This is an optimization exercise on Yosys and OpenROAD, whose aim is small area, a short achievable clock period and few clock cycles, not a production implementation.
Function was checked by simulation only, so behaviour that the tests miss may differ from the original.
Power is estimated from default activity; no workload was simulated.

==> flow/design.v (outline; a module is shown in full before it is edited, if it fits) <==
// module IP: 12 lines
// module IP_ni: 11 lines
// module pc_1: 12 lines
// module s1_core: 136 lines
// module s1: 4 lines
// module s2_core: 134 lines
// module s2: 4 lines
// module s3_core: 118 lines
// module s3: 4 lines
// module s4_core: 128 lines
// module s4: 4 lines
// module s5_core: 151 lines
// module s5: 4 lines
// module s6_core: 140 lines
// module s6: 4 lines
// module s7_core: 134 lines
// module s7: 4 lines
// module s8_core: 138 lines
// module s8: 4 lines
// module key_get: 17 lines
// module des_f: 16 lines
// module contrl: 33 lines
// module des: 57 lines
module  des(input clk,
            input des_enable,
            input reset,
            input des_mode,
            input [1:64] data_i,
            input [1:64] key_i,
            output wire [1:64] data_o,
            output reg ready_o);
  // ...
==> flow/flow/run.sh <==
#!/bin/bash
# The standard layout, with the port buffers that the standard flow puts on
# every input and output made as sky130_fd_sc_hd__buf_1 cells (plain buffers)
# instead of the delay buffers buffer_ports picks by default.
set -euo pipefail
echo 'export BUFFER_PORTS_ARGS = -buffer_cell sky130_fd_sc_hd__buf_1' >> config.mk
bash standard.sh > standard.log 2>&1
==> flow/standard.sh <==
#!/bin/bash
# synth_recipe.tcl (not shown) runs the flow's synth.tcl, then flattens the netlist and writes it again
# the make line also repeats each setting of config.mk as NAME=value (left out here)
make -C /OpenROAD-flow-scripts/flow DESIGN_CONFIG=/design/flow/config.mk WORK_HOME=/design/flow/orfs CLKGATE_MAP_FILE= SYNTH_SCRIPT=/design/flow/synth_recipe.tcl "${@:-finish}"
==> flow/config.mk <==
export PLATFORM = sky130hd
export DESIGN_NAME = des
export DESIGN_NICKNAME = des
export VERILOG_FILES = /design/flow/design.v
export SDC_FILE = /design/flow/constraint.sdc
export NUM_CORES = 4
export LEC_CHECK = 0
export CAP_MARGIN = 20
export CORE_MARGIN = 2
export CORE_UTILIZATION = 40
export PLACE_DENSITY = 0.6
export SETUP_SLACK_MARGIN = 3.0
export SLEW_MARGIN = 20
export TNS_END_PERCENT = 0
export BUFFER_PORTS_ARGS = -buffer_cell sky130_fd_sc_hd__buf_1
==> flow/constraint.sdc <==
create_clock -name core_clock -period 5.0 [get_ports {clk}]
set_input_delay 1.0000 -clock core_clock [delete_from_list [all_inputs] [get_ports {clk}]]
set_output_delay 1.0000 -clock core_clock [all_outputs]
set_load 0.01 [all_outputs]
==> flow_metrics.env, run 1 <==
export IMPL_fin_crit_ns=2.33
export IMPL_seq_share_pct=26.9
export IMPL_design_seq_count=179
export IMPL_cts_buffer_depth=2
export IMPL_worst_ir_drop_vdd_mv=0.258
export IMPL_layout_cells_most_common_list="buf_1, a21oi_1, a22o_1"
export IMPL_crit_path_max_incr_delay_ns=0.46
export IMPL_worst_pin_slew_ns=0.614
export IMPL_rows=65
export IMPL_drc=0
export IMPL_setup_ws_ns=2.67
export IMPL_grt_use_met1_pct=33.2
export IMPL_synth_ff_type="dfxtp_1"
export IMPL_post_route_cell_area_um2=15000
export IMPL_multi_input_area_um2=8530
export IMPL_syn_instance_count=1440
export IMPL_largest_register_ffs=56
export IMPL_synth_top_family_by_area="compound AO/OA/AOI/OAI gates"
export IMPL_die_h_um=182
export IMPL_wl_met2_um=17700
export IMPL_p_clk_share_pct=27.9
export IMPL_clk_pin_slew_ns=0.07
export IMPL_cts_resized=131
export IMPL_met3_usage_pct=2.99
export IMPL_firstDrtPassIters=5
export IMPL_use_met2_pct=36.9
export IMPL_finalSetupViolCount=0
export IMPL_final_nets=1773
export IMPL_drt_iter0_markers=1147
export IMPL_status="complete, no violations"
export IMPL_grt_pass1_wl_um=60900
export IMPL_r2r_start="A[14]"
export IMPL_top_usage_layer="met2"
export IMPL_cp_startpoint="A[14]"
export IMPL_ff2ff_path_depth=9
export IMPL_p_seq_share_pct=40.4
export IMPL_fin_worst_skew_ns=0.0152
export IMPL_grt_usage_pct=23.3
export IMPL_slew_headroom_pct=59.0
export IMPL_top_register="K"
export IMPL_fmax_mhz=430
export IMPL_syn_avg_cell_area_um2=8.77
export IMPL_synthSimpleGateAreaFrac_pct=15.4
Testbench counts, summed over its fixed seeds: cycles 43,200.
==> run 2, diff against run 1 <==
--- a/flow/config.mk
+++ b/flow/config.mk
@@ -7,8 +7,8 @@
 export LEC_CHECK = 0
 export CAP_MARGIN = 20
 export CORE_MARGIN = 2
-export CORE_UTILIZATION = 40
-export PLACE_DENSITY = 0.6
+export CORE_UTILIZATION = 50
+export PLACE_DENSITY = 0.65
 export SETUP_SLACK_MARGIN = 3.0
 export SLEW_MARGIN = 20
 export TNS_END_PERCENT = 0
==> flow_metrics.env, run 2 <==
export IMPL_yosysMostFrequentCell="dfxtp_1"
export IMPL_layout_cells_most_common_list="buf_1, a21oi_1, a22o_1"
export IMPL_synth_top_cell_by_area="dfxtp_1"
export IMPL_synth_mux_area_share_pct=10.5
export IMPL_crit_path_max_incr_delay_ns=0.43
export IMPL_fmax_mhz=445
export IMPL_cts_tree="built"
export IMPL_r2r_start="A[33]"
export IMPL_finalSetupTns_ns=0
export IMPL_via_per_inst=6.14
export IMPL_seqCellArea_um2=4070
export IMPL_cp_slowest_cell="or4_1"
export IMPL_path_buf_inv=1
export IMPL_powerDensity_nw_per_um2=325
export IMPL_placed_area_um2=13400
export IMPL_largest_registers="K x56, A x48"
export IMPL_antenna_cells=0
export IMPL_synthTopCellsByCount="dfxtp_1, a21oi_1, a22o_1"
export IMPL_slew_violations=0
export IMPL_firstDrtPassIters=5
export IMPL_top_register="K"
export IMPL_yosysSeqAreaShare_pct=31.0
export IMPL_hold_violations=0
export IMPL_die_h_um=163
export IMPL_crit_family="simple AND/OR/NAND/NOR gates"
export IMPL_drt_iter0_markers=1142
export IMPL_synth_xor_area_share_pct=7.34
export IMPL_htreeDepth=4
export IMPL_grt_pass1_vias=11016
export IMPL_setup_ws_ns=2.75
export IMPL_final_nets=1804
export IMPL_synthArstFlopShare_pct=1.68
export IMPL_syn_instance_count=1440
export IMPL_fin_crit_sh_pct=44.9
export IMPL_antenna_left=0
export IMPL_leakage_nw=6.10
export IMPL_synth_fa_ha_area_share_pct=5.79
export IMPL_finalSetupViolCount=0
export IMPL_crit_path_end="A[16]"
export IMPL_io_pins=197
export IMPL_clock_root_buffer="clkbuf_16"
export IMPL_yosysUniqueCellTypes=95
export IMPL_hold_slack_ns=0.357
export IMPL_wl_per_cell_um=19.8
export IMPL_grt_max_degree=66
export IMPL_drc=0
export IMPL_multi_input_area_um2=8650
export IMPL_cts_buffer_depth=2
export IMPL_worstReg2RegEnd="A[16]"
export IMPL_clock_sinks=179
export IMPL_area_growth_pct=20.9
export IMPL_clk_pin_slew_ns=0.07
export IMPL_crit_arrival_ns=2.55
export IMPL_cts_buffers_inserted=17
export IMPL_maxCapViolCount=0
export IMPL_syn_avg_cell_area_um2=8.77
export IMPL_post_route_cell_area_um2=15300
export IMPL_drive_gt1_share_pct=18.7
export IMPL_rows=58
export IMPL_cp_max_fo=4
export IMPL_synth_compound_area_share_pct=24.5
export IMPL_grt_usage_pct=28.5
export IMPL_synthSimpleGateAreaFrac_pct=15.4
export IMPL_vias=12033
export IMPL_r2r_slack_ns=2.75
export IMPL_rsz0062_at_grt="true"
export IMPL_cp_startpoint="A[33]"
export IMPL_port_buffers=187
export IMPL_grt_ovfl_total=0
export IMPL_wl_um=38900
export IMPL_worstSetupPathType="reg2reg"
export IMPL_netlist_top_cells_area="dfxtp_1, a22o_1, edfxtp_1"
export IMPL_worst_pin_slew_ns=0.615
export IMPL_dieWidth_um=163
export IMPL_synth_top_area_share_pct=22.8
export IMPL_fill_cells=2190
export IMPL_min_path_type="in2async"
export IMPL_die_area_um2=26600
export IMPL_yosysWarnings=2
export IMPL_fin_crit_ns=2.25
export IMPL_place_congestion=0.926
export IMPL_core_um2=25000
export IMPL_final_common_cell="buf_1"
export IMPL_antenna_found_initial=1
export IMPL_fin_worst_skew_ns=0.0116
export IMPL_worst_ir_drop_vdd_mv=0.210
export IMPL_synth_ff_type="dfxtp_1"
export IMPL_required_ns=5.30
export IMPL_synth_edf_count=32
export IMPL_status="complete, no violations"
export IMPL_ys_ff_latch=179
export IMPL_slew_headroom_pct=59.0
export IMPL_synth_fp_nets=1628
export IMPL_grt_pass1_wl_um=60000
export IMPL_worstSetupPathDepth=9
export IMPL_pre_cts_ws_ns=2.07
export IMPL_largest_register_ffs=56
export IMPL_dp_hpwl_um=25900
export IMPL_synth_top_family_by_area="compound AO/OA/AOI/OAI gates"
export IMPL_path_cells="buf_4 > ha_4 > nand2_1 > or4_1 > nand3_2 > a311oi_2 > o41ai_2 > xnor2_2 > xor2_1"
export IMPL_syn_area_um2=12600
export IMPL_ff2ff_path_depth=9
export IMPL_end_kind="flip-flop"
export IMPL_initial_core_util_pct=50.6
export IMPL_startpoint_type="flip-flop"
export IMPL_clk_insertion_delay_late_ns=0.44
[run 2: cell types whose count changed in the layout (fill, tap and decap cells not counted), sizes merged]
cell      change
buf          +31
clkinvlp      +2
inv           -2
[run 2: area by class of cell]
cell class | count | area share, %
multi-input combinational | 1101 | 56.6
timing repair buffer | 265 | 8.92
tap | 330 | 2.70
clock inverter | 11 | 0.557
clock buffer | 21 | 3.16
inverter | 52 | 1.38
sequential | 179 | 26.6
[run 2: worst register-to-register path, cell delays in order, from the launching register on]
cell and delay (ns):
dfxtp_4 0.37, buf_4 0.15, ha_4 0.16, nand2_1 0.07, or4_1 0.43, nand3_2 0.11, a311oi_2 0.06, o41ai_2 0.42
xnor2_2 0.18, xor2_1 0.18
[run 2: how the worst min path moves through the flow]
stage | endpoint | slack [ns] | cells past startpoint
after floorplan | contrl1.cnt[0] | 0.45 | 1
after global placement | contrl1.cnt[0] | 0.48 | 1
after detailed placement | contrl1.cnt[0] | 0.48 | 1
after CTS | contrl1.active | 0.35 | 1
after global routing | contrl1.active | 0.36 | 1
final | contrl1.active | 0.36 | 1
[run 2: cells by family (layout without fill, tap and decap cells)]
kind of cell               count (synthesis)  after routing
AOI/OAI and AO/OA                        436            436
and+or+nand+nor                          379            379
DFF                                      179            179
buffers and inverters                    160            349
muxes                                    128            128
xor gates and xnor gates                  99             99
adders and majority gates                 59             59
[run 2: power by group]
part	leakage [nW]	switching, mW	internal (mW)	total [mW]
sequential	1.53	0.309	1.64	1.95
combinational	4.29	0.904	0.786	1.69
clock	0.280	0.619	0.706	1.32
total	6.10	1.83	3.13	4.96
[run 2: stage by stage]
stage	total power, mW	utilization [%]	cells
2_1_floorplan	3.00	-	1440
4_1_cts	4.83	60.2	1943
3_3_place_gp	3.30	53.8	1859
6_report	4.96	61.2	1959
3_5_place_dp	3.31	53.8	1859
5_1_grt	5.22	61.2	1959
[run 2: what timing repair did]
item | in CTS | in global routing
hold buffers | 0 | 0
setup buffers | 52 | 16
endpoints found under the hold margin | 0 | 0
setup endpoints to repair | 155 | 137
gates resized for setup | 148 | 29
pin swaps | 49 | 19
[run 2: metal layers]
metal | GRT usage [%] | vias to the layer above | share of wire [%]
li1 | - | 5695 | -
met1 | 39.8 | 5718 | 45
met2 | 45.5 | 554 | 46
met3 | 5.32 | 64 | 7.3
met4 | 7.44 | 2 | 1.9
met5 | 0 | - | 0.031
==> run 3, diff against run 2 <==
--- a/flow/config.mk
+++ b/flow/config.mk
@@ -5,11 +5,12 @@
 export SDC_FILE = /design/flow/constraint.sdc
 export NUM_CORES = 4
 export LEC_CHECK = 0
+export ABC_AREA = 1
 export CAP_MARGIN = 20
 export CORE_MARGIN = 2
 export CORE_UTILIZATION = 50
 export PLACE_DENSITY = 0.65
-export SETUP_SLACK_MARGIN = 3.0
+export SETUP_SLACK_MARGIN = 3.3
 export SLEW_MARGIN = 20
 export TNS_END_PERCENT = 0
 export BUFFER_PORTS_ARGS = -buffer_cell sky130_fd_sc_hd__buf_1
==> flow_metrics.env, run 3 <==
export IMPL_status="complete, no violations"
export IMPL_p_clk_share_pct=12.0
export IMPL_port_buffers=187
export IMPL_netlist_top_cells_area="dfxtp_1, nand2_1, edfxtp_1"
export IMPL_finalSetupViolCount=0
export IMPL_synth_edf_count=32
export IMPL_required_ns=4.00
export IMPL_antenna_left=0
export IMPL_worst_pin_slew_ns=0.653
export IMPL_rows=60
export IMPL_comb_power_share_pct=59.8
export IMPL_core_um2=26900
export IMPL_fmax_mhz=491
export IMPL_crit_family="flip-flops"
export IMPL_fill_cells=2678
export IMPL_p_seq_share_pct=28.1
export IMPL_final_nets=2430
export IMPL_clk_pin_slew_ns=0.07
export IMPL_cp_max_fo=2
export IMPL_initial_core_util_pct=50.8
export IMPL_drive_gt1_share_pct=10.1
export IMPL_io_pins=197
export IMPL_drt_iter0_markers=1408
export IMPL_largest_registers="K x56, A x48"
export IMPL_rsz0062_at_grt="true"
export IMPL_post_route_cell_area_um2=15500
export IMPL_fin_crit_ns=2.04
export IMPL_fin_crit_sh_pct=40.8
export IMPL_place_congestion=0.952
export IMPL_synth_top_cell_by_area="dfxtp_1"
export IMPL_clk_insertion_delay_late_ns=0.44
export IMPL_area_growth_pct=13.6
export IMPL_leakage_nw=7.33
export IMPL_synthTopCellsByCount="nand2_1, inv_1, nand3_1"
export IMPL_powerDensity_nw_per_um2=726
export IMPL_firstDrtPassIters=6
export IMPL_switching_share_pct=52.3
export IMPL_end_kind="output port"
export IMPL_htreeDepth=4
export IMPL_hold_violations=0
export IMPL_worst_ir_drop_vdd_mv=0.264
export IMPL_antenna_found_initial=0
export IMPL_intPower_mw=5.38
export IMPL_syn_avg_cell_area_um2=6.52
export IMPL_largest_register_ffs=56
export IMPL_syn_area_um2=13600
export IMPL_maxCapViolCount=0
export IMPL_synth_top_area_share_pct=21.1
export IMPL_min_path_type="in2async"
export IMPL_p_switching_mw=5.89
export IMPL_yosysSeqAreaShare_pct=28.7
export IMPL_path_cells="buf_6"
export IMPL_yosysMostFrequentCell="nand2_1"
export IMPL_die_h_um=169
export IMPL_clock_root_buffer="clkbuf_16"
export IMPL_clock_sinks=179
export IMPL_dieWidth_um=169
export IMPL_yosysUniqueCellTypes=64
export IMPL_cts_hold_buf=0
export IMPL_synthArstFlopShare_pct=1.68
export IMPL_vias=14341
export IMPL_cts_buffers_inserted=17
export IMPL_grt_max_degree=67
export IMPL_grt_pass1_vias=12825
export IMPL_grt_pass1_wl_um=68000
export IMPL_path_buf_inv=1
export IMPL_slew_violations=0
export IMPL_grt_usage_pct=30.0
export IMPL_worstReg2RegEnd="A[8]"
export IMPL_grt_ovfl_total=0
export IMPL_synth_ff_type="dfxtp_1"
export IMPL_startpoint_type="flip-flop"
export IMPL_yosysWarnings=2
export IMPL_r2r_slack_ns=2.98
export IMPL_syn_instance_count=2095
export IMPL_die_area_um2=28600
export IMPL_placed_area_um2=14300
export IMPL_fin_worst_skew_ns=0.0166
export IMPL_drc=0
export IMPL_ys_ff_latch=179
export IMPL_worstSetupPathType="reg2out"
export IMPL_layout_cells_most_common_list="nand2_1, inv_1, buf_1"
export IMPL_final_common_cell="nand2_1"
export IMPL_synth_fp_nets=2283
export IMPL_cp_slowest_cell="dfrtp_4"
export IMPL_wl_per_cell_um=17.3
export IMPL_top_register="K"
export IMPL_crit_arrival_ns=1.04
export IMPL_wl_um=45000
export IMPL_slew_headroom_pct=56.2
export IMPL_finalSetupTns_ns=0
export IMPL_via_per_inst=5.52
export IMPL_cts_tree="built"
export IMPL_ff2ff_path_depth=6
export IMPL_dp_hpwl_um=31500
export IMPL_cts_buffer_depth=2
export IMPL_crit_path_max_incr_delay_ns=0.49
export IMPL_r2r_start="contrl1.ready_o"
-- run 3: changes by cell type after synthesis, sizes merged, moves of 79 or more --
| cell | change |
|---|---|
| inv | +180 |
| mux2i | -91 |
| a22o | -110 |
| o21ai | +79 |
| nand2 | +691 |
| nand3 | +136 |
-- run 3: what timing repair did --
item | 4_1_cts | 5_1_grt
gates cloned | 1 | 4
pin swaps | 1 | 10
buffers inserted | 10 | 8
setup endpoints to repair | 261 | 243
gates resized for setup | 39 | 67
-- run 3: per-stage QoR --
step | instances | hold WS (ns) | power (mW) | util (%) | setup WS [ns]
detailed placement | 2541 | 0.478 | 9.46 | 53.1 | 2.03
global route | 2596 | 0.385 | 12.2 | 57.7 | 2.91
floorplan | 2095 | 0.445 | 7.72 | - | 3.14
finish | 2597 | 0.380 | 11.3 | 57.7 | 2.96
global placement | 2541 | 0.465 | 9.43 | 53.1 | 2.04
CTS | 2584 | 0.358 | 10.9 | 56.3 | 2.94
-- run 3: how the worst max path moves through the flow --
stage	from	endpoint	cells past startpoint
after floorplan	des_mode	A[40]	10
after global placement	des_mode	A[6]	9
after detailed placement	des_mode	A[6]	9
after CTS	contrl1.ready_o	ready_o	1
after global routing	A[13]	R[24]	9
final	contrl1.ready_o	ready_o	1
-- run 3: power groups by stage --
stage               Sequential [mW]  Combinational, mW  Clock, mW
CTS                            3.11               6.45       1.37
global route                   3.25               7.53       1.43
finish                         3.17               6.74       1.35
floorplan                      2.79               4.92          0
detailed placement             3.13               6.33          0
global placement               3.15               6.28          0
-- run 3: kinds of logic (layout without fill, tap and decap cells) --
| group | Yosys count | after routing | share of synthesized area (%) |
|---|---|---|---|
| simple gates | 1149 | 1149 | 36.2 |
| buf+inv | 325 | 485 | 11.0 |
| compound gates | 300 | 300 | 13.3 |
| flops | 179 | 179 | 28.7 |
| xor+xnor | 86 | 86 | 5.52 |
| fa+ha+maj | 56 | 56 | 5.13 |
| other cells | 0 | 1 | 0 |
-- run 3: layout make-up --
class                      count  area (µm²)  area share (%)
multi-input combinational   1591        8430            54.3
clock inverter                13         114           0.734
timing repair buffer         217        1140            7.33
inverter                     234         932            6.01
clock buffer                  19         464            2.99
tap                          341         427            2.75
timing repair inverter         2        22.5           0.145
antenna                        1        2.50          0.0161
sequential                   179        3990            25.7
-- run 3: per-layer routing --
metal  wire, µm  global-route usage, %
met1      21100                   43.1
met2      19900                   47.0
met3       3110                   3.73
met4        990                   9.29
met5          0                      0
==> run 4, diff against run 3 <==
--- a/flow/config.mk
+++ b/flow/config.mk
@@ -8,8 +8,8 @@
 export ABC_AREA = 1
 export CAP_MARGIN = 20
 export CORE_MARGIN = 2
-export CORE_UTILIZATION = 50
-export PLACE_DENSITY = 0.65
+export CORE_UTILIZATION = 55
+export PLACE_DENSITY = 0.7
 export SETUP_SLACK_MARGIN = 3.3
 export SLEW_MARGIN = 20
 export TNS_END_PERCENT = 0
==> flow_metrics.env, run 4 <==
export IMPL_status="complete, no violations"
export IMPL_total_power_mw=11.3
export IMPL_powerDensity_nw_per_um2=739
export IMPL_grt_max_degree=62
export IMPL_r2r_start="A[35]"
export IMPL_synth_top_area_share_pct=21.1
export IMPL_die_area_um2=26100
export IMPL_ff2ff_path_depth=7
export IMPL_crit_arrival_ns=1.07
export IMPL_die_h_um=162
export IMPL_fin_worst_skew_ns=0.0211
export IMPL_hold_violations=0
export IMPL_synth_edf_count=32
export IMPL_fill_cells=2294
export IMPL_grt_usage_pct=32.9
export IMPL_wl_per_cell_um=17.0
export IMPL_antenna_found_initial=1
export IMPL_port_buffers=187
export IMPL_final_common_cell="nand2_1"
export IMPL_fin_crit_sh_pct=41.4
export IMPL_rows=57
export IMPL_netlist_top_cells_area="dfxtp_1, nand2_1, edfxtp_1"
export IMPL_place_congestion=0.954
export IMPL_clk_insertion_delay_late_ns=0.44
export IMPL_maxCapViolCount=0
export IMPL_crit_family="flip-flops"
export IMPL_htreeDepth=4
export IMPL_drive_gt1_share_pct=9.21
export IMPL_clock_sinks=179
export IMPL_synth_ff_type="dfxtp_1"
export IMPL_firstDrtPassIters=9
export IMPL_core_um2=24300
export IMPL_dp_hpwl_um=31400
export IMPL_cp_slowest_cell="edfxtp_1"
export IMPL_grt_pass1_vias=12987
export IMPL_clock_root_buffer="clkbuf_16"
export IMPL_slew_violations=0
export IMPL_drc=0
export IMPL_syn_area_um2=13600
export IMPL_fin_util_pct=62.7
export IMPL_cts_buffers_inserted=17
export IMPL_finalSetupTns_ns=0
export IMPL_final_nets=2423
export IMPL_startpoint_type="flip-flop"
export IMPL_synth_top_cell_by_area="dfxtp_1"
export IMPL_io_pins=197
export IMPL_clk_pin_slew_ns=0.07
export IMPL_path_cells="buf_1"
export IMPL_yosysSeqAreaShare_pct=28.7
export IMPL_slew_headroom_pct=33.8
export IMPL_worstReg2RegEnd="A[42]"
export IMPL_placed_area_um2=14200
export IMPL_finalSetupViolCount=0
export IMPL_initial_core_util_pct=56.1
export IMPL_via_per_inst=5.64
export IMPL_fin_crit_ns=2.07
export IMPL_wl_um=43800
export IMPL_leakage_nw=7.24
export IMPL_ys_ff_latch=179
export IMPL_yosysMostFrequentCell="nand2_1"
export IMPL_placed_cells=2526
export IMPL_required_ns=4.00
export IMPL_antenna_cells=0
export IMPL_cts_buffer_depth=2
export IMPL_synthArstFlopShare_pct=1.68
export IMPL_area_growth_pct=11.7
export IMPL_worst_ir_drop_vdd_mv=0.310
export IMPL_r2r_slack_ns=2.95
export IMPL_drt_iter0_markers=1691
export IMPL_top_register="K"
export IMPL_end_kind="output port"
export IMPL_yosysWarnings=2
export IMPL_largest_register_ffs=56
export IMPL_worst_pin_slew_ns=0.990
export IMPL_cp_max_fo=2
export IMPL_fmax_mhz=483
export IMPL_synthTopCellsByCount="nand2_1, inv_1, nand3_1"
export IMPL_grt_pass1_wl_um=67900
export IMPL_largest_registers="K x56, A x48"
export IMPL_cts_hold_buf=0
export IMPL_multi_input_area_um2=8370
export IMPL_min_path_type="in2async"
export IMPL_post_route_cell_area_um2=15300
export IMPL_path_buf_inv=1
export IMPL_worstSetupPathType="reg2out"
export IMPL_layout_cells_most_common_list="nand2_1, inv_1, buf_1"
export IMPL_syn_avg_cell_area_um2=6.52
export IMPL_grt_ovfl_total=0
export IMPL_seqCellArea_um2=3980
export IMPL_rsz0062_at_grt="true"
export IMPL_crit_path_max_incr_delay_ns=0.46
export IMPL_syn_instance_count=2095
export IMPL_finalNonFillerCells=2572
export IMPL_synth_fp_nets=2283
export IMPL_cts_tree="built"
export IMPL_yosysUniqueCellTypes=64
export IMPL_antenna_left=0
export IMPL_vias=14516
export IMPL_dieWidth_um=162
-- run 4: what timing repair did --
action | CTS | global route
buffers inserted | 12 | 2
cloned | 0 | 0
pin swaps | 0 | 7
setup endpoints to repair | 268 | 206
hold endpoints to repair | 0 | 0
gates resized for setup | 36 | 50
-- run 4: report_power, final --
part | switching, mW | internal (mW) | leakage [nW]
logic | 4.36 | 2.39 | 5.41
clock network | 0.615 | 0.734 | 0.285
registers | 0.930 | 2.24 | 1.55
-- run 4: cell families (layout without fill, tap and decap cells) --
kind of cell / Yosys count / in the layout / share of synthesized area (%)
AO/OA/AOI/OAI: 300 / 300 / 13.3
XOR/XNOR: 86 / 86 / 5.52
adder cells (fa/ha/maj): 56 / 56 / 5.13
buffers and inverters: 325 / 478 / 11.0
flip-flops: 179 / 179 / 28.7
AND/OR/NAND/NOR: 1149 / 1149 / 36.2
-- run 4: area by class of cell --
cell class | count | share of cell area, %
inverter | 234 | 6.02
tap | 324 | 2.66
clock inverter | 11 | 0.640
timing repair buffer | 212 | 6.58
multi-input combinational | 1591 | 54.9
clock buffer | 21 | 3.09
sequential | 179 | 26.1
-- run 4: metal layers --
layer,vias up,wire length [µm],GRT usage [%],part of all wire [%]
met4,0,1660,13.4,3.8
li1,7085,-,-,-
met1,6568,18900,45.2,43
met3,107,4280,7.19,9.8
met2,756,18900,50.2,43
met5,-,0,0,0
-- run 4: worst max path at each step --
stage | startpoint | endpoint | cells past startpoint
2_1_floorplan | des_mode | A[40] | 10
5_1_grt | A[6] | A[24] | 10
4_1_cts | L[5] | data_o[25] | 1
6_report | L[5] | data_o[25] | 1
3_3_place_gp | contrl1.idle | A[30] | 10
3_5_place_dp | contrl1.idle | A[30] | 10
-- run 4: per-stage QoR --
step	hold slack [ns]	worst slack (ns)
finish	0.356	2.93
global placement	0.469	2.08
detailed placement	0.471	2.07
floorplan	0.445	3.14
CTS	0.344	2.93
global route	0.346	2.88
==> run 5, diff against run 4 <==
--- a/flow/config.mk
+++ b/flow/config.mk
@@ -10,7 +10,7 @@
 export CORE_MARGIN = 2
 export CORE_UTILIZATION = 55
 export PLACE_DENSITY = 0.7
-export SETUP_SLACK_MARGIN = 3.3
+export SETUP_SLACK_MARGIN = 3.0
 export SLEW_MARGIN = 20
 export TNS_END_PERCENT = 0
 export BUFFER_PORTS_ARGS = -buffer_cell sky130_fd_sc_hd__buf_1
==> flow_metrics.env, run 5 <==
export IMPL_status="complete, no violations"
export IMPL_dieWidth_um=162
export IMPL_seqCellArea_um2=3980
export IMPL_crit_family="simple AND/OR/NAND/NOR gates"
export IMPL_area_growth_pct=12.8
export IMPL_synth_edf_count=32
export IMPL_fmax_mhz=489
export IMPL_drive_gt1_share_pct=9.69
export IMPL_yosysSeqAreaShare_pct=28.7
export IMPL_die_h_um=162
export IMPL_layout_cells_most_common_list="nand2_1, inv_1, buf_1"
export IMPL_yosysUniqueCellTypes=64
export IMPL_grt_usage_pct=31.6
export IMPL_largest_registers="K x56, A x48"
export IMPL_initial_core_util_pct=56.1
export IMPL_vias=14340
export IMPL_setup_ws_ns=2.96
export IMPL_worstSetupPathType="reg2reg"
export IMPL_multi_input_area_um2=8360
export IMPL_grt_max_degree=82
export IMPL_firstDrtPassIters=6
export IMPL_rsz0062_at_grt="true"
export IMPL_final_common_cell="nand2_1"
export IMPL_syn_avg_cell_area_um2=6.52
export IMPL_final_nets=2435
export IMPL_required_ns=5.32
export IMPL_place_congestion=0.961
export IMPL_antenna_left=0
export IMPL_grt_pass1_wl_um=65400
export IMPL_startpoint_type="flip-flop"
export IMPL_wl_um=43900
export IMPL_top_register="K"
export IMPL_largest_register_ffs=56
export IMPL_grt_pass1_vias=12672
export IMPL_wl_per_cell_um=17.0
export IMPL_leakage_nw=7.30
export IMPL_synth_top_area_share_pct=21.1
export IMPL_clk_insertion_delay_late_ns=0.45
export IMPL_end_kind="flip-flop"
export IMPL_maxCapViolCount=0
export IMPL_path_cells="inv_1 > ha_1 > nand2_1 > inv_1 > nand3_1 > nand2_1 > nand2_1 > nand3_1 > nor3_1 > nand2_2 > xor2_1"
export IMPL_fin_crit_sh_pct=40.9
export IMPL_hold_violations=0
export IMPL_cts_buffer_depth=2
export IMPL_cp_max_fo=5
export IMPL_syn_instance_count=2095
export IMPL_netlist_top_cells_area="dfxtp_1, nand2_1, edfxtp_1"
export IMPL_crit_path_max_incr_delay_ns=0.41
export IMPL_crit_top_cell="nand2_1"
export IMPL_slew_violations=0
export IMPL_finalSetupViolCount=0
export IMPL_syn_area_um2=13600
export IMPL_fin_util_pct=63.3
export IMPL_synth_top_cell_by_area="dfxtp_1"
export IMPL_clock_root_buffer="clkbuf_16"
export IMPL_total_power_mw=11.3
export IMPL_rows=57
export IMPL_via_per_inst=5.55
export IMPL_core_um2=24300
export IMPL_die_area_um2=26100
export IMPL_grt_ovfl_total=0
export IMPL_crit_arrival_ns=2.36
export IMPL_synthTopCellsByCount="nand2_1, inv_1, nand3_1"
export IMPL_worst_ir_drop_vdd_mv=0.268
export IMPL_cts_tree="built"
export IMPL_cp_slowest_cell="dfxtp_2"
export IMPL_drc=0
export IMPL_fin_crit_ns=2.04
export IMPL_ys_ff_latch=179
export IMPL_cts_buffers_inserted=17
export IMPL_antenna_found_initial=2
export IMPL_slew_headroom_pct=38.8
export IMPL_pre_cts_ws_ns=2.13
export IMPL_dp_hpwl_um=30800
export IMPL_synth_fp_nets=2283
export IMPL_finalSetupTns_ns=0
export IMPL_htreeDepth=4
export IMPL_synthArstFlopShare_pct=1.68
export IMPL_powerDensity_nw_per_um2=732
export IMPL_worst_pin_slew_ns=0.915
export IMPL_port_buffers=187
export IMPL_clk_pin_slew_ns=0.07
export IMPL_yosysWarnings=2
export IMPL_io_pins=197
export IMPL_fin_worst_skew_ns=0.0181
export IMPL_yosysMostFrequentCell="nand2_1"
export IMPL_path_buf_inv=2
export IMPL_clock_sinks=179
export IMPL_min_path_type="in2async"
export IMPL_drt_iter0_markers=1394
export IMPL_synth_ff_type="dfxtp_1"
export IMPL_fill_cells=2324
run 5: final timing paths:
kind | slack, ns | cells past startpoint | end | from
max | 2.96 | 11 | R[26] | A[20]
min | 0.36 | 1 | contrl1.ready_o | reset
max reg2reg | 2.96 | 11 | R[26] | A[20]
min reg2reg | 0.50 | 1 | contrl1.cnt[0] | contrl1.cnt[0]
max in group asynchronous | 4.42 | 1 | contrl1.idle | reset
min in group core_clock | 0.50 | 1 | contrl1.cnt[0] | contrl1.cnt[0]
run 5: layer usage:
layer	GRT usage, %	vias up	wire length [µm]
met1	43.6	6431	19400
met4	10.2	0	1090
met2	49.6	733	19400
met5	0	-	0
met3	6.37	82	4020
li1	-	7094	-
run 5: repair_timing:
item,in CTS,in global routing
resized for setup,36,65
gates cloned,0,4
hold buffers,0,0
endpoints found under the setup margin,163,132
pin swaps,2,8
setup buffers,8,16
hold endpoints to repair,0,0
run 5: cell type report:
type,count,share of cell area (%)
Timing Repair Buffer,222,7.22
Timing Repair inverter,2,0.146
Clock buffer,17,2.76
Clock inverter,14,0.943
Tap cell,324,2.63
Inverter,234,6.05
Multi-Input combinational cell,1591,54.3
Antenna cell,2,0.0325
Sequential cell,179,25.9
run 5: metrics by stage:
step	hold WS (ns)	area, µm²	std cells
4_1_cts	0.339	15000	2563
2_1_floorplan	0.445	13700	2095
3_3_place_gp	0.470	14200	2524
6_report	0.359	15400	2585
3_5_place_dp	0.475	14200	2524
5_1_grt	0.359	15400	2583
run 5: cell families after synthesis:
kind of cell / count (synthesis) / share of synthesized area, %
buffers and inverters: 325 / 11.0
DFF: 179 / 28.7
and+or+nand+nor: 1149 / 36.2
AOI/OAI and AO/OA: 300 / 13.3
adders and majority gates: 56 / 5.13
xor gates and xnor gates: 86 / 5.52
run 5: power by group:
group | switching [mW] | internal (mW) | total [mW]
Clock | 0.654 | 0.703 | 1.36
Combinational | 4.33 | 2.41 | 6.74
Sequential | 0.931 | 2.24 | 3.17
==> run 6, diff against run 5 <==
--- a/flow/config.mk
+++ b/flow/config.mk
@@ -9,6 +9,7 @@
 export CAP_MARGIN = 20
 export CORE_MARGIN = 2
 export CORE_UTILIZATION = 55
+export CTS_BUF_LIST = sky130_fd_sc_hd__clkbuf_8
 export PLACE_DENSITY = 0.7
 export SETUP_SLACK_MARGIN = 3.0
 export SLEW_MARGIN = 20
==> flow_metrics.env, run 6 <==
export IMPL_fin_crit_ns=2.09
export IMPL_wl_met2_um=19800
export IMPL_synth_edf_count=32
export IMPL_hold_violations=0
export IMPL_syn_area_um2=13600
export IMPL_synthSimpleGateAreaFrac_pct=36.2
export IMPL_finalNonFillerCells=2579
export IMPL_maxCapViolCount=0
export IMPL_via_per_inst=5.57
export IMPL_synthTopCellsByCount="nand2_1, inv_1, nand3_1"
export IMPL_syn_instance_count=2095
export IMPL_core_um2=24300
export IMPL_r2r_start="contrl1.idle"
export IMPL_synth_top_cell_by_area="dfxtp_1"
export IMPL_cts_buffers_inserted=17
export IMPL_post_route_cell_area_um2=15200
export IMPL_antenna_left=0
export IMPL_comb_power_share_pct=61.4
export IMPL_antenna_found_initial=2
export IMPL_finalSetupTns_ns=0
export IMPL_largest_register_ffs=56
export IMPL_hold_slack_ns=0.311
export IMPL_slew_violations=0
export IMPL_finalSetupViolCount=0
export IMPL_worstReg2RegEnd="A[22]"
export IMPL_p_seq_share_pct=29.2
export IMPL_yosysMostFrequentCell="nand2_1"
export IMPL_r2r_slack_ns=2.91
export IMPL_cp_slowest_cell="dfrtp_4"
export IMPL_crit_family="flip-flops"
export IMPL_crit_arrival_ns=1.09
export IMPL_worstSetupPathType="reg2out"
export IMPL_path_cells="buf_6"
export IMPL_synth_top_area_share_pct=21.1
export IMPL_yosysUniqueCellTypes=64
export IMPL_end_kind="output port"
export IMPL_initial_core_util_pct=56.1
export IMPL_synth_xor_area_share_pct=5.52
export IMPL_synthArstFlopShare_pct=1.68
export IMPL_drt_iter0_markers=1494
export IMPL_synth_ff_type="dfxtp_1"
export IMPL_die_h_um=162
export IMPL_placed_cells=2524
export IMPL_leakage_nw=7.21
export IMPL_synth_top_family_by_area="simple AND/OR/NAND/NOR gates"
export IMPL_place_congestion=0.961
export IMPL_slew_headroom_pct=37.7
export IMPL_grt_usage_pct=31.6
export IMPL_netlist_top_cells_area="dfxtp_1, nand2_1, edfxtp_1"
export IMPL_path_buf_inv=1
export IMPL_syn_avg_cell_area_um2=6.52
export IMPL_io_pins=197
export IMPL_yosysSeqAreaShare_pct=28.7
export IMPL_worst_pin_slew_ns=0.931
export IMPL_drive_gt1_share_pct=9.40
export IMPL_vias=14357
export IMPL_switching_share_pct=53.8
export IMPL_die_area_um2=26100
export IMPL_layout_cells_most_common_list="nand2_1, inv_1, buf_1"
export IMPL_crit_path_max_incr_delay_ns=0.50
export IMPL_highest_layer="met4"
export IMPL_grt_pass1_vias=12671
export IMPL_yosysWarnings=2
export IMPL_cts_buffer_depth=2
export IMPL_antenna_cells=0
export IMPL_clk_insertion_delay_late_ns=0.49
export IMPL_synth_mux_area_share_pct=0
export IMPL_synth_fp_nets=2283
export IMPL_p_clk_share_pct=9.4
export IMPL_rsz0062_at_grt="true"
export IMPL_startpoint_type="flip-flop"
export IMPL_intPower_mw=5.02
export IMPL_rows=57
export IMPL_cp_max_fo=2
export IMPL_synth_compound_area_share_pct=13.3
export IMPL_firstDrtPassIters=6
export IMPL_cts_tree="built"
export IMPL_wl_um=43800
export IMPL_fmax_mhz=478
export IMPL_fin_crit_sh_pct=41.9
export IMPL_final_nets=2431
export IMPL_top_register="K"
export IMPL_final_common_cell="nand2_1"
export IMPL_wl_met3_um=3860
export IMPL_grt_ovfl_total=0
export IMPL_placed_area_um2=14200
export IMPL_synth_fa_ha_area_share_pct=5.13
export IMPL_powerDensity_nw_per_um2=716
export IMPL_dieWidth_um=162
export IMPL_wl_met1_um=19600
export IMPL_largest_registers="K x56, A x48"
export IMPL_ys_ff_latch=179
export IMPL_dp_hpwl_um=30800
export IMPL_min_path_type="in2async"
export IMPL_p_switching_mw=5.83
export IMPL_grt_max_degree=82
export IMPL_required_ns=4.00
export IMPL_htreeDepth=4
export IMPL_area_growth_pct=11.0
export IMPL_status="complete, no violations"
export IMPL_port_buffers=187
export IMPL_ff2ff_path_depth=7
export IMPL_clk_pin_slew_ns=0.09
export IMPL_wl_per_cell_um=17.0
export IMPL_total_power_mw=10.8
export IMPL_grt_pass1_wl_um=65700
export IMPL_clock_root_buffer="clkbuf_8"
export IMPL_fin_worst_skew_ns=0.0241
export IMPL_drc=0
export IMPL_worst_ir_drop_vdd_mv=0.246
export IMPL_clock_sinks=179
==> run 6: cell counts after synthesis <==
Identical to the previous run, type by type.
==> run 6: worst max path at each step <==
stage,startpoint,endpoint,slack (ns),cells past startpoint
2_1_floorplan,des_mode,A[4],3.08,9
3_3_place_gp,des_mode,A[25],2.18,9
3_5_place_dp,des_mode,A[25],2.13,9
4_1_cts,contrl1.ready_o,ready_o,2.89,1
5_1_grt,contrl1.ready_o,ready_o,2.87,1
6_report,contrl1.ready_o,ready_o,2.91,1
==> run 6: power groups by stage <==
| stage | sequential [mW] | combinational [mW] | clock (mW) |
|---|---|---|---|
| 5_1_grt | 3.25 | 7.41 | 1.09 |
| 3_3_place_gp | 3.13 | 6.25 | 0 |
| 3_5_place_dp | 3.12 | 6.31 | 0 |
| 6_report | 3.16 | 6.66 | 1.03 |
| 4_1_cts | 3.09 | 6.39 | 1.03 |
| 2_1_floorplan | 2.79 | 4.92 | 0 |
==> run 6: through the flow <==
step | setup WS, ns | util [%]
CTS | 2.89 | 60.7
detailed placement | 2.13 | 58.5
floorplan | 3.08 | -
global route | 2.87 | 62.3
global placement | 2.18 | 58.5
finish | 2.91 | 62.3
==> run 6: logic make-up (layout without fill, tap and decap cells) <==
family / Yosys count / after routing
simple gates: 1149 / 1149
fa+ha+maj: 56 / 56
xor+xnor: 86 / 86
flops: 179 / 179
buf+inv: 325 / 485
compound gates: 300 / 300
==> run 6: routing by layer <==
metal / global-route usage (%) / up-vias
met5: 0 / -
met4: 8.00 / 0
met3: 4.96 / 48
met2: 50.5 / 711
met1: 44.5 / 6519
li1: - / 7079
==> run 6: final cells by class <==
cell class	instances	area (µm²)
multi-input combinational	1591	8330
sequential	179	3980
clock buffer	17	234
inverter	234	926
fill	2355	9170
tap	324	405
timing repair buffer	218	1100
timing repair inverter	2	22.5
clock inverter	14	145
==> run 6: repair_timing <==
action / in CTS / in global routing
pin swaps: 1 / 4
resized for setup: 30 / 66
hold endpoints to repair: 0 / 0
hold buffers: 0 / 0
cloned: 0 / 4
endpoints found under the setup margin: 216 / 176
setup buffers: 8 / 12
==> run 6: worst register-to-register path, stage by stage (launching register included) <==
cell     delay (ns)
dfstp_4        0.76
buf_4          0.22
buf_16         0.19
a21oi_1        0.09
nand4_1        0.09
nand2_1        0.21
xor2_1         0.24
xor2_1         0.17
==> run 7, diff against run 6 <==
--- a/flow/config.mk
+++ b/flow/config.mk
@@ -9,9 +9,8 @@
 export CAP_MARGIN = 20
 export CORE_MARGIN = 2
 export CORE_UTILIZATION = 55
-export CTS_BUF_LIST = sky130_fd_sc_hd__clkbuf_8
 export PLACE_DENSITY = 0.7
-export SETUP_SLACK_MARGIN = 3.0
+export SETUP_SLACK_MARGIN = 3.6
 export SLEW_MARGIN = 20
 export TNS_END_PERCENT = 0
 export BUFFER_PORTS_ARGS = -buffer_cell sky130_fd_sc_hd__buf_1
==> flow_metrics.env, run 7 <==
export IMPL_status="complete, no violations"
export IMPL_yosysUniqueCellTypes=64
export IMPL_worst_pin_slew_ns=0.990
export IMPL_cts_buffer_depth=2
export IMPL_highest_layer="met4"
export IMPL_final_nets=2423
export IMPL_firstDrtPassIters=9
export IMPL_layout_cells_most_common_list="nand2_1, inv_1, buf_1"
export IMPL_antenna_cells=0
export IMPL_clk_insertion_delay_late_ns=0.44
export IMPL_cp_max_fo=2
export IMPL_wl_met3_um=4280
export IMPL_r2r_slack_ns=2.95
export IMPL_slew_violations=0
export IMPL_cp_slowest_cell="edfxtp_1"
export IMPL_hold_slack_ns=0.356
export IMPL_grt_ovfl_total=0
export IMPL_startpoint_type="flip-flop"
export IMPL_crit_arrival_ns=1.07
export IMPL_worstSetupPathType="reg2out"
export IMPL_path_buf_inv=1
export IMPL_fmax_mhz=483
export IMPL_worst_ir_drop_vdd_mv=0.310
export IMPL_grt_usage_pct=32.9
export IMPL_hold_violations=0
export IMPL_final_common_cell="nand2_1"
export IMPL_grt_pass1_vias=12987
export IMPL_syn_area_um2=13600
export IMPL_syn_avg_cell_area_um2=6.52
export IMPL_fin_worst_skew_ns=0.0211
export IMPL_finalSetupViolCount=0
export IMPL_ys_ff_latch=179
export IMPL_drt_iter0_markers=1691
export IMPL_required_ns=4.00
export IMPL_cts_tree="built"
export IMPL_place_congestion=0.954
export IMPL_synth_top_cell_by_area="dfxtp_1"
export IMPL_clk_pin_slew_ns=0.07
export IMPL_crit_path_max_incr_delay_ns=0.46
export IMPL_fin_crit_sh_pct=41.4
export IMPL_syn_instance_count=2095
export IMPL_wl_met2_um=18900
export IMPL_synth_fp_nets=2283
export IMPL_die_h_um=162
export IMPL_dieWidth_um=162
export IMPL_wl_per_cell_um=17.0
export IMPL_placed_area_um2=14200
export IMPL_maxCapViolCount=0
export IMPL_yosysSeqAreaShare_pct=28.7
export IMPL_synth_ff_type="dfxtp_1"
export IMPL_vias=14516
export IMPL_leakage_nw=7.24
export IMPL_top_register="K"
export IMPL_post_route_cell_area_um2=15300
export IMPL_cts_buffers_inserted=17
export IMPL_port_buffers=187
export IMPL_synthTopCellsByCount="nand2_1, inv_1, nand3_1"
export IMPL_slew_headroom_pct=33.8
export IMPL_antenna_found_initial=1
export IMPL_clock_root_buffer="clkbuf_16"
export IMPL_io_pins=197
export IMPL_drc=0
export IMPL_yosysWarnings=2
export IMPL_fin_crit_ns=2.07
export IMPL_end_kind="output port"
export IMPL_initial_core_util_pct=56.1
export IMPL_clock_sinks=179
export IMPL_drive_gt1_share_pct=9.21
export IMPL_antenna_left=0
export IMPL_crit_family="flip-flops"
export IMPL_area_growth_pct=11.7
export IMPL_htreeDepth=4
export IMPL_synth_top_area_share_pct=21.1
export IMPL_path_cells="buf_1"
export IMPL_rsz0062_at_grt="true"
export IMPL_die_area_um2=26100
export IMPL_synth_edf_count=32
export IMPL_finalSetupTns_ns=0
export IMPL_min_path_type="in2async"
export IMPL_grt_max_degree=62
export IMPL_total_power_mw=11.3
export IMPL_largest_registers="K x56, A x48"
export IMPL_powerDensity_nw_per_um2=739
export IMPL_core_um2=24300
export IMPL_yosysMostFrequentCell="nand2_1"
export IMPL_synthArstFlopShare_pct=1.68
export IMPL_netlist_top_cells_area="dfxtp_1, nand2_1, edfxtp_1"
export IMPL_dp_hpwl_um=31400
export IMPL_wl_um=43800
export IMPL_largest_register_ffs=56
export IMPL_wl_met1_um=18900
export IMPL_via_per_inst=5.64
export IMPL_rows=57
export IMPL_grt_pass1_wl_um=67900
==> run 7: stage by stage <==
step	utilization [%]	worst slack [ns]	instances
detailed placement	58.6	2.07	2526
global route	62.7	2.88	2572
floorplan	-	3.14	2095
global placement	58.6	2.08	2526
finish	62.7	2.93	2572
CTS	62.0	2.93	2570
==> run 7: final timing paths <==
| check | end | cells after the start | from |
|---|---|---|---|
| max in group asynchronous | contrl1.idle | 1 | reset |
| hold reg to reg | contrl1.cnt[0] | 1 | contrl1.cnt[0] |
| setup reg to reg | A[42] | 7 | A[35] |
| hold / removal | contrl1.ready_o | 1 | reset |
| min in group core_clock | contrl1.cnt[0] | 1 | contrl1.cnt[0] |
| setup / recovery | data_o[25] | 1 | L[5] |
==> run 7: cell type report <==
class	count	area, µm²
Fill cell	2294	9070
Multi-Input combinational cell	1591	8370
Sequential cell	179	3980
Timing Repair Buffer	212	1000
Inverter	234	918
Clock buffer	21	472
Tap cell	324	405
Clock inverter	11	97.6
==> run 7: timing repair <==
item                       in CTS  in global routing
buffers inserted               12                  2
pin swaps                       0                  7
resized for setup              36                 50
setup endpoints to repair     272                271
hold buffers                    0                  0
==> run 7: worst reg2reg max path: cells and delay by family, from the launching register on <==
family / cells / cell delay (ns)
and+or+nand+nor: 3 / 0.61
adders and majority gates: 1 / 0.35
AOI/OAI and AO/OA: 1 / 0.11
DFF: 1 / 0.46
xor gates and xnor gates: 1 / 0.28
buffers and inverters: 1 / 0.14
==> run 7: where the power goes <==
part | total [mW] | internal, mW | switching [mW]
Combinational | 6.75 | 2.39 | 4.36
Clock | 1.35 | 0.734 | 0.615
Sequential | 3.17 | 2.24 | 0.930
==> run 7: kinds of logic (layout without fill, tap and decap cells) <==
group	after synthesis	in the layout	share of synthesized area, %
AOI/OAI and AO/OA	300	300	13.3
xor gates and xnor gates	86	86	5.52
adders and majority gates	56	56	5.13
buffers and inverters	325	478	11.0
DFF	179	179	28.7
and+or+nand+nor	1149	1149	36.2
==> run 7: routing by layer <==
| metal | vias up | GRT usage, % |
|---|---|---|
| met2 | 756 | 50.2 |
| met3 | 107 | 7.19 |
| met1 | 6568 | 45.2 |
| met5 | - | 0 |
| met4 | 0 | 13.4 |
| li1 | 7085 | - |
==> run 8, diff against run 7 <==
--- a/flow/config.mk
+++ b/flow/config.mk
@@ -8,9 +8,9 @@
 export ABC_AREA = 1
 export CAP_MARGIN = 20
 export CORE_MARGIN = 2
-export CORE_UTILIZATION = 55
-export PLACE_DENSITY = 0.7
-export SETUP_SLACK_MARGIN = 3.6
+export CORE_UTILIZATION = 60
+export PLACE_DENSITY = 0.75
+export SETUP_SLACK_MARGIN = 3.0
 export SLEW_MARGIN = 20
 export TNS_END_PERCENT = 0
 export BUFFER_PORTS_ARGS = -buffer_cell sky130_fd_sc_hd__buf_1
==> flow_metrics.env, run 8 <==
export IMPL_synth_fp_nets=2283
export IMPL_yosysMostFrequentCell="nand2_1"
export IMPL_cts_buffer_depth=2
export IMPL_syn_avg_cell_area_um2=6.52
export IMPL_drt_iter0_markers=1495
export IMPL_layout_cells_most_common_list="nand2_1, inv_1, buf_1"
export IMPL_maxCapViolCount=0
export IMPL_clk_pin_slew_ns=0.07
export IMPL_cts_buffers_inserted=17
export IMPL_synth_ff_type="dfxtp_1"
export IMPL_finalSetupViolCount=0
export IMPL_initial_core_util_pct=60.7
export IMPL_synth_compound_area_share_pct=13.3
export IMPL_largest_registers="K x56, A x48"
export IMPL_rows=55
export IMPL_clk_insertion_delay_late_ns=0.44
export IMPL_cts_hold_buf=0
export IMPL_grt_usage_pct=34.0
export IMPL_clock_root_buffer="clkbuf_16"
export IMPL_synth_top_area_share_pct=21.1
export IMPL_finalSetupTns_ns=0
export IMPL_area_growth_pct=10.4
export IMPL_ys_ff_latch=179
export IMPL_yosysUniqueCellTypes=64
export IMPL_die_h_um=155
export IMPL_synth_top_cell_by_area="dfxtp_1"
export IMPL_dieWidth_um=155
export IMPL_core_um2=22500
export IMPL_vias=14355
export IMPL_drc=0
export IMPL_status="complete, no violations"
export IMPL_worst_ir_drop_vdd_mv=0.358
export IMPL_place_congestion=1.06
export IMPL_end_kind="flip-flop"
export IMPL_synthArstFlopShare_pct=1.68
export IMPL_wl_per_cell_um=16.7
export IMPL_synth_fa_ha_area_share_pct=5.13
export IMPL_grt_pass1_wl_um=64700
export IMPL_synth_edf_count=32
export IMPL_worstSetupPathType="reg2reg"
export IMPL_startpoint_type="flip-flop"
export IMPL_clock_sinks=179
export IMPL_slew_violations=0
export IMPL_die_area_um2=24000
export IMPL_synth_xor_area_share_pct=5.52
export IMPL_port_buffers=187
export IMPL_grt_max_degree=77
export IMPL_yosysSeqAreaShare_pct=28.7
export IMPL_seqCellArea_um2=3950
export IMPL_drive_gt1_share_pct=7.93
export IMPL_fin_util_pct=67.0
export IMPL_grt_pass1_vias=12833
export IMPL_synth_mux_area_share_pct=0
export IMPL_cp_max_fo=67
export IMPL_rsz0062_at_grt="true"
export IMPL_min_path_type="in2async"
export IMPL_hold_violations=0
export IMPL_firstDrtPassIters=5
export IMPL_via_per_inst=5.67
export IMPL_leakage_nw=7.21
export IMPL_powerDensity_nw_per_um2=734
export IMPL_syn_instance_count=2095
export IMPL_crit_arrival_ns=2.43
export IMPL_multi_input_area_um2=8280
export IMPL_final_common_cell="nand2_1"
export IMPL_synthSimpleGateAreaFrac_pct=36.2
export IMPL_required_ns=5.31
export IMPL_cts_tree="built"
export IMPL_fin_crit_sh_pct=42.5
export IMPL_fin_crit_ns=2.13
export IMPL_slew_headroom_pct=57.6
export IMPL_io_pins=197
export IMPL_grt_ovfl_total=0
export IMPL_fmax_mhz=470
export IMPL_synth_top_family_by_area="simple AND/OR/NAND/NOR gates"
export IMPL_antenna_cells=0
export IMPL_syn_area_um2=13600
export IMPL_yosysWarnings=2
export IMPL_fill_cells=2055
export IMPL_antenna_found_initial=0
export IMPL_synthTopCellsByCount="nand2_1, inv_1, nand3_1"
export IMPL_antenna_left=0
export IMPL_netlist_top_cells_area="dfxtp_1, nand2_1, edfxtp_1"
export IMPL_top_register="K"
export IMPL_worst_pin_slew_ns=0.629
export IMPL_fin_worst_skew_ns=0.0150
export IMPL_wl_um=42200
export IMPL_largest_register_ffs=56
export IMPL_final_nets=2421
export IMPL_htreeDepth=4
export IMPL_dp_hpwl_um=30400
## run 8: worst paths after layout
path	depth (start not counted)	from	slack, ns	endpoint
min in group core_clock	1	contrl1.cnt[0]	0.48	contrl1.cnt[0]
setup / recovery	6	contrl1.idle	2.87	A[19]
max in group asynchronous	1	reset	4.39	contrl1.idle
setup reg to reg	6	contrl1.idle	2.87	A[19]
hold / removal	1	reset	0.37	contrl1.ready_o
hold reg to reg	1	contrl1.cnt[0]	0.48	contrl1.cnt[0]
## run 8: where the power goes
part | internal (mW) | switching, mW
Sequential | 2.22 | 0.898
Combinational | 2.30 | 4.28
Clock | 0.769 | 0.602
Total | 5.29 | 5.77
## run 8: per-stage QoR
step,hold WS (ns),instance area [µm²],power [mW],std cells,setup slack [ns]
after floorplan,0.445,13700,7.71,2095,3.08
after global placement,0.464,14200,9.32,2485,2.11
after detailed placement,0.470,14200,9.40,2485,2.13
after CTS,0.358,14800,10.8,2520,2.74
after global routing,0.387,15100,12.0,2531,2.82
final,0.375,15100,11.1,2531,2.87
## run 8: cell families (layout without fill, tap and decap cells)
kind of cell	count (synthesis)	after routing
buffers and inverters	325	476
XOR/XNOR	86	86
adder cells (fa/ha/maj)	56	56
AO/OA/AOI/OAI	300	300
flip-flops	179	179
AND/OR/NAND/NOR	1149	1149
## run 8: area by class of cell
class	count	share of cell area, %
inverters	234	6.05
flip-flops and latches	179	26.2
multi-input cells	1591	55.0
well taps	285	2.37
repair buffers	210	6.44
clock buffers	22	3.08
clock inverters	10	0.822
## run 8: metal layers
metal	global-route usage, %	wire length, µm	up-vias
li1	-	-	7076
met1	46.0	18200	6472
met2	53.0	18500	729
met3	7.45	4250	78
met4	13.4	1310	0
met5	0	0	-
## run 8: worst max-delay path: stages, from the launching register on
cell and delay [ns]:
dfstp_4 0.81, inv_16 0.15, buf_8 0.23, o211ai_1 0.11
nand2_1 0.14, xnor2_1 0.39, xnor2_1 0.13
## run 8: timing repair
| item | in CTS | in global routing |
|---|---|---|
| endpoints found under the hold margin | 0 | 0 |
| buffers inserted | 3 | 10 |
| endpoints found under the setup margin | 171 | 147 |
| cloned | 0 | 1 |
| gates resized for setup | 11 | 44 |
| pin swaps | 0 | 2 |
==> run 9, diff against run 8 <==
==> flow/flow/run.sh (replaced) <==
#!/bin/bash
# The standard layout, with the port buffers that the standard flow puts on
# every input and output made as sky130_fd_sc_hd__buf_2 cells (plain buffers)
# instead of the delay buffers buffer_ports picks by default.
set -euo pipefail
echo 'export BUFFER_PORTS_ARGS = -buffer_cell sky130_fd_sc_hd__buf_2' >> config.mk
bash standard.sh > standard.log 2>&1
==> flow/config.mk (replaced) <==
export PLATFORM = sky130hd
export DESIGN_NAME = des
export DESIGN_NICKNAME = des
export VERILOG_FILES = /design/flow/design.v
export SDC_FILE = /design/flow/constraint.sdc
export NUM_CORES = 4
export LEC_CHECK = 0
export CAP_MARGIN = 20
export CORE_MARGIN = 2
export CORE_UTILIZATION = 40
export PLACE_DENSITY = 0.6
export SETUP_SLACK_MARGIN = 3.0
export SLEW_MARGIN = 20
export TNS_END_PERCENT = 0
export BUFFER_PORTS_ARGS = -buffer_cell sky130_fd_sc_hd__buf_2
==> flow_metrics.env, run 9 <==
export IMPL_status="complete, no violations"
export IMPL_area_growth_pct=24.5
export IMPL_placed_area_um2=13700
export IMPL_vias=11882
export IMPL_cp_startpoint="A[13]"
export IMPL_synth_top_cell_by_area="dfxtp_1"
export IMPL_die_h_um=182
export IMPL_fin_worst_skew_ns=0.0154
export IMPL_dieWidth_um=182
export IMPL_antenna_left=0
export IMPL_io_pins=197
export IMPL_initial_core_util_pct=40.3
export IMPL_syn_instance_count=1440
export IMPL_crit_arrival_ns=2.62
export IMPL_core_um2=31300
export IMPL_synth_ff_type="dfxtp_1"
export IMPL_fin_crit_sh_pct=45.3
export IMPL_worstSetupPathType="reg2reg"
export IMPL_grt_pass1_vias=11164
export IMPL_yosysWarnings=2
export IMPL_cp_max_fo=6
export IMPL_worst_pin_slew_ns=0.835
export IMPL_fill_cells=2936
export IMPL_yosysSeqAreaShare_pct=31.0
export IMPL_clock_root_buffer="clkbuf_16"
export IMPL_antenna_found_initial=0
export IMPL_switching_share_pct=36.9
export IMPL_required_ns=5.36
export IMPL_fmax_mhz=441
export IMPL_ff2ff_path_depth=9
export IMPL_wl_um=39900
export IMPL_slew_headroom_pct=44.3
export IMPL_synth_top_area_share_pct=22.8
export IMPL_synth_edf_count=32
export IMPL_layout_cells_most_common_list="buf_2, a21oi_1, a22o_1"
export IMPL_comb_power_share_pct=35.4
export IMPL_yosysMostFrequentCell="dfxtp_1"
export IMPL_seqCellArea_um2=4070
export IMPL_grt_ovfl_total=0
export IMPL_r2r_start="A[13]"
export IMPL_startpoint_type="flip-flop"
export IMPL_worstReg2RegEnd="A[9]"
export IMPL_antenna_cells=0
export IMPL_post_route_cell_area_um2=15700
export IMPL_largest_register_ffs=56
export IMPL_synthArstFlopShare_pct=1.68
export IMPL_finalSetupTns_ns=0
export IMPL_drc=0
export IMPL_clock_sinks=179
export IMPL_fin_crit_ns=2.27
export IMPL_port_buffers=187
export IMPL_drive_gt1_share_pct=31.1
export IMPL_final_common_cell="buf_2"
export IMPL_p_seq_share_pct=39.4
export IMPL_end_kind="flip-flop"
export IMPL_r2r_slack_ns=2.73
export IMPL_powerDensity_nw_per_um2=314
export IMPL_netlist_top_cells_area="dfxtp_1, a22o_1, edfxtp_1"
export IMPL_slew_violations=0
export IMPL_cts_tree="built"
export IMPL_cts_buffers_inserted=17
export IMPL_htreeDepth=4
export IMPL_synth_fp_nets=1628
export IMPL_firstDrtPassIters=5
export IMPL_clk_insertion_delay_late_ns=0.44
export IMPL_leakage_nw=6.63
export IMPL_rows=65
export IMPL_largest_registers="K x56, A x48"
export IMPL_cts_hold_buf=0
export IMPL_die_area_um2=33000
export IMPL_grt_usage_pct=23.5
export IMPL_cts_buffer_depth=2
export IMPL_finalSetupViolCount=0
export IMPL_drt_iter0_markers=1113
export IMPL_dp_hpwl_um=27300
export IMPL_synthTopCellsByCount="dfxtp_1, a21oi_1, a22o_1"
export IMPL_p_switching_mw=1.82
export IMPL_rsz0062_at_grt="true"
export IMPL_intPower_mw=3.12
export IMPL_final_nets=1810
export IMPL_grt_max_degree=63
export IMPL_clk_pin_slew_ns=0.07
export IMPL_ys_ff_latch=179
export IMPL_syn_avg_cell_area_um2=8.77
export IMPL_crit_path_end="A[9]"
export IMPL_wl_per_cell_um=19.6
export IMPL_worst_ir_drop_vdd_mv=0.248
export IMPL_p_clk_share_pct=25.2
export IMPL_place_congestion=0.882
export IMPL_grt_pass1_wl_um=61900
export IMPL_min_path_type="in2async"
export IMPL_top_register="K"
export IMPL_via_per_inst=5.84
export IMPL_syn_area_um2=12600
export IMPL_yosysUniqueCellTypes=95
export IMPL_multi_input_area_um2=8750
export IMPL_hold_violations=0
export IMPL_maxCapViolCount=0
-- run 9: cell types whose count changed in the layout (fill, tap and decap cells not counted), sizes merged, moves of 31 or more --
| cell | delta |
|---|---|
| nand2 | -691 |
| inv | -180 |
| nand3 | -136 |
| a22o | +110 |
| mux2i | +91 |
| o21ai | -79 |
| buf | +64 |
| a21oi | +57 |
| nor3 | +52 |
| mux2 | +37 |
| nor2 | -37 |
| nand4 | -35 |
| nand2b | +31 |
-- run 9: logic make-up after synthesis --
family | after synthesis | share of synthesized area [%]
AO/OA/AOI/OAI | 436 | 24.5
XOR/XNOR | 99 | 7.34
adder cells (fa/ha/maj) | 59 | 5.79
buffers and inverters | 160 | 5.41
flip-flops | 179 | 31.0
multiplexers | 128 | 10.5
AND/OR/NAND/NOR | 379 | 15.4
-- run 9: worst min path at each step --
stage,startpoint,endpoint,slack (ns)
after floorplan,contrl1.cnt[0],contrl1.cnt[0],0.45
after global placement,contrl1.cnt[0],contrl1.cnt[0],0.48
after detailed placement,contrl1.cnt[0],contrl1.cnt[0],0.49
after CTS,reset,contrl1.ready_o,0.34
after global routing,reset,contrl1.active,0.34
final,reset,contrl1.ready_o,0.35
-- run 9: layer usage --
metal | vias up | routed length, µm | GRT usage [%]
met5 | - | 0 | 0
met3 | 65 | 2760 | 4.27
met2 | 492 | 17900 | 37.0
li1 | 5700 | - | -
met4 | 0 | 1130 | 7.74
met1 | 5625 | 18100 | 32.5
-- run 9: power by group through the flow --
stage | Combinational, mW | Clock (mW) | Sequential (mW)
final | 1.75 | 1.24 | 1.95
after global routing | 1.93 | 1.33 | 1.97
after CTS | 1.65 | 1.27 | 1.93
after detailed placement | 1.36 | 0 | 1.99
after global placement | 1.35 | 0 | 1.99
after floorplan | 1.22 | 0 | 1.78
-- run 9: what timing repair did --
| action | 4_1_cts | 5_1_grt |
|---|---|---|
| gates cloned | 0 | 0 |
| pin swaps | 47 | 16 |
| setup buffers | 62 | 12 |
| resized for setup | 178 | 19 |
| endpoints found under the setup margin | 183 | 127 |
-- run 9: area by class of cell --
type                    count  area share (%)
multi-input cells        1101            55.6
flip-flops and latches    179            25.9
clock inverters            10           0.493
repair buffers            271            10.6
well taps                 402            3.20
inverters                  52            1.38
clock buffers              20            2.84
-- run 9: metrics by stage --
| step | hold WS, ns | util (%) | worst slack, ns | std cells | total power [mW] |
|---|---|---|---|---|---|
| floorplan | 0.450 | - | 2.91 | 1440 | 3.00 |
| global placement | 0.483 | 43.9 | 2.06 | 1931 | 3.34 |
| detailed placement | 0.492 | 43.9 | 2.06 | 1931 | 3.35 |
| CTS | 0.335 | 49.7 | 2.77 | 2023 | 4.85 |
| global route | 0.344 | 50.2 | 2.62 | 2035 | 5.23 |
| finish | 0.350 | 50.2 | 2.73 | 2035 | 4.94 |
-- run 9: worst max-delay path, stage by stage, from the launching register on --
cell	delay (ns)
dfxtp_4	0.39
clkinvlp_4	0.14
ha_4	0.24
nand2b_4	0.14
mux2_4	0.30
a31oi_2	0.17
a31oi_1	0.08
o21ai_2	0.22
xor2_2	0.31
xor2_1	0.19

[what the ideal ports hide]
The flow's constraints put no driver on any port. The routed layouts listed below were extracted and timed again, unchanged, in two steps. Step 1: set_driving_cell puts a clkbuf_16 on clk and a buf_2 on each other input, an assumption about the parent block. Step 2 adds t to the input delays and takes it off the output delays; t is the mean of the earliest and latest rising clock arrival at the registers after step 1. Input paths then give back, and output paths get back, about the clock's delay inside the block. a / b / c = ideal / step 1 / step 2; a / b = the first two.
| run | shift t [ns] | slack for setup (ns) | worst register clock-pin slew, ns |
|---|---|---|---|
| run 1 | 0.488 | 2.674 / 2.674 / 2.469 | 0.08 / 0.08 |
| run 2 | 0.484 | 2.755 / 2.755 / 2.494 | 0.07 / 0.07 |
| run 3 | 0.477 | 2.962 / 2.912 / 2.617 | 0.08 / 0.08 |
| run 4 | 0.479 | 2.930 / 2.883 / 2.552 | 0.07 / 0.07 |
| run 5 | 0.486 | 2.956 / 2.913 / 2.588 | 0.08 / 0.08 |
| run 6 | 0.521 | 2.906 / 2.864 / 2.459 | 0.12 / 0.12 |
| run 7 | 0.479 | 2.930 / 2.883 / 2.552 | 0.07 / 0.07 |
| run 8 | 0.483 | 2.874 / 2.874 / 2.512 | 0.08 / 0.08 |
| run 9 | 0.481 | 2.735 / 2.735 / 2.413 | 0.08 / 0.08 |
After both steps every run listed still meets setup and hold. The setup slack of run 6, which loses most, moves by -0.042 ns with the drivers and by -0.447 ns with both steps.
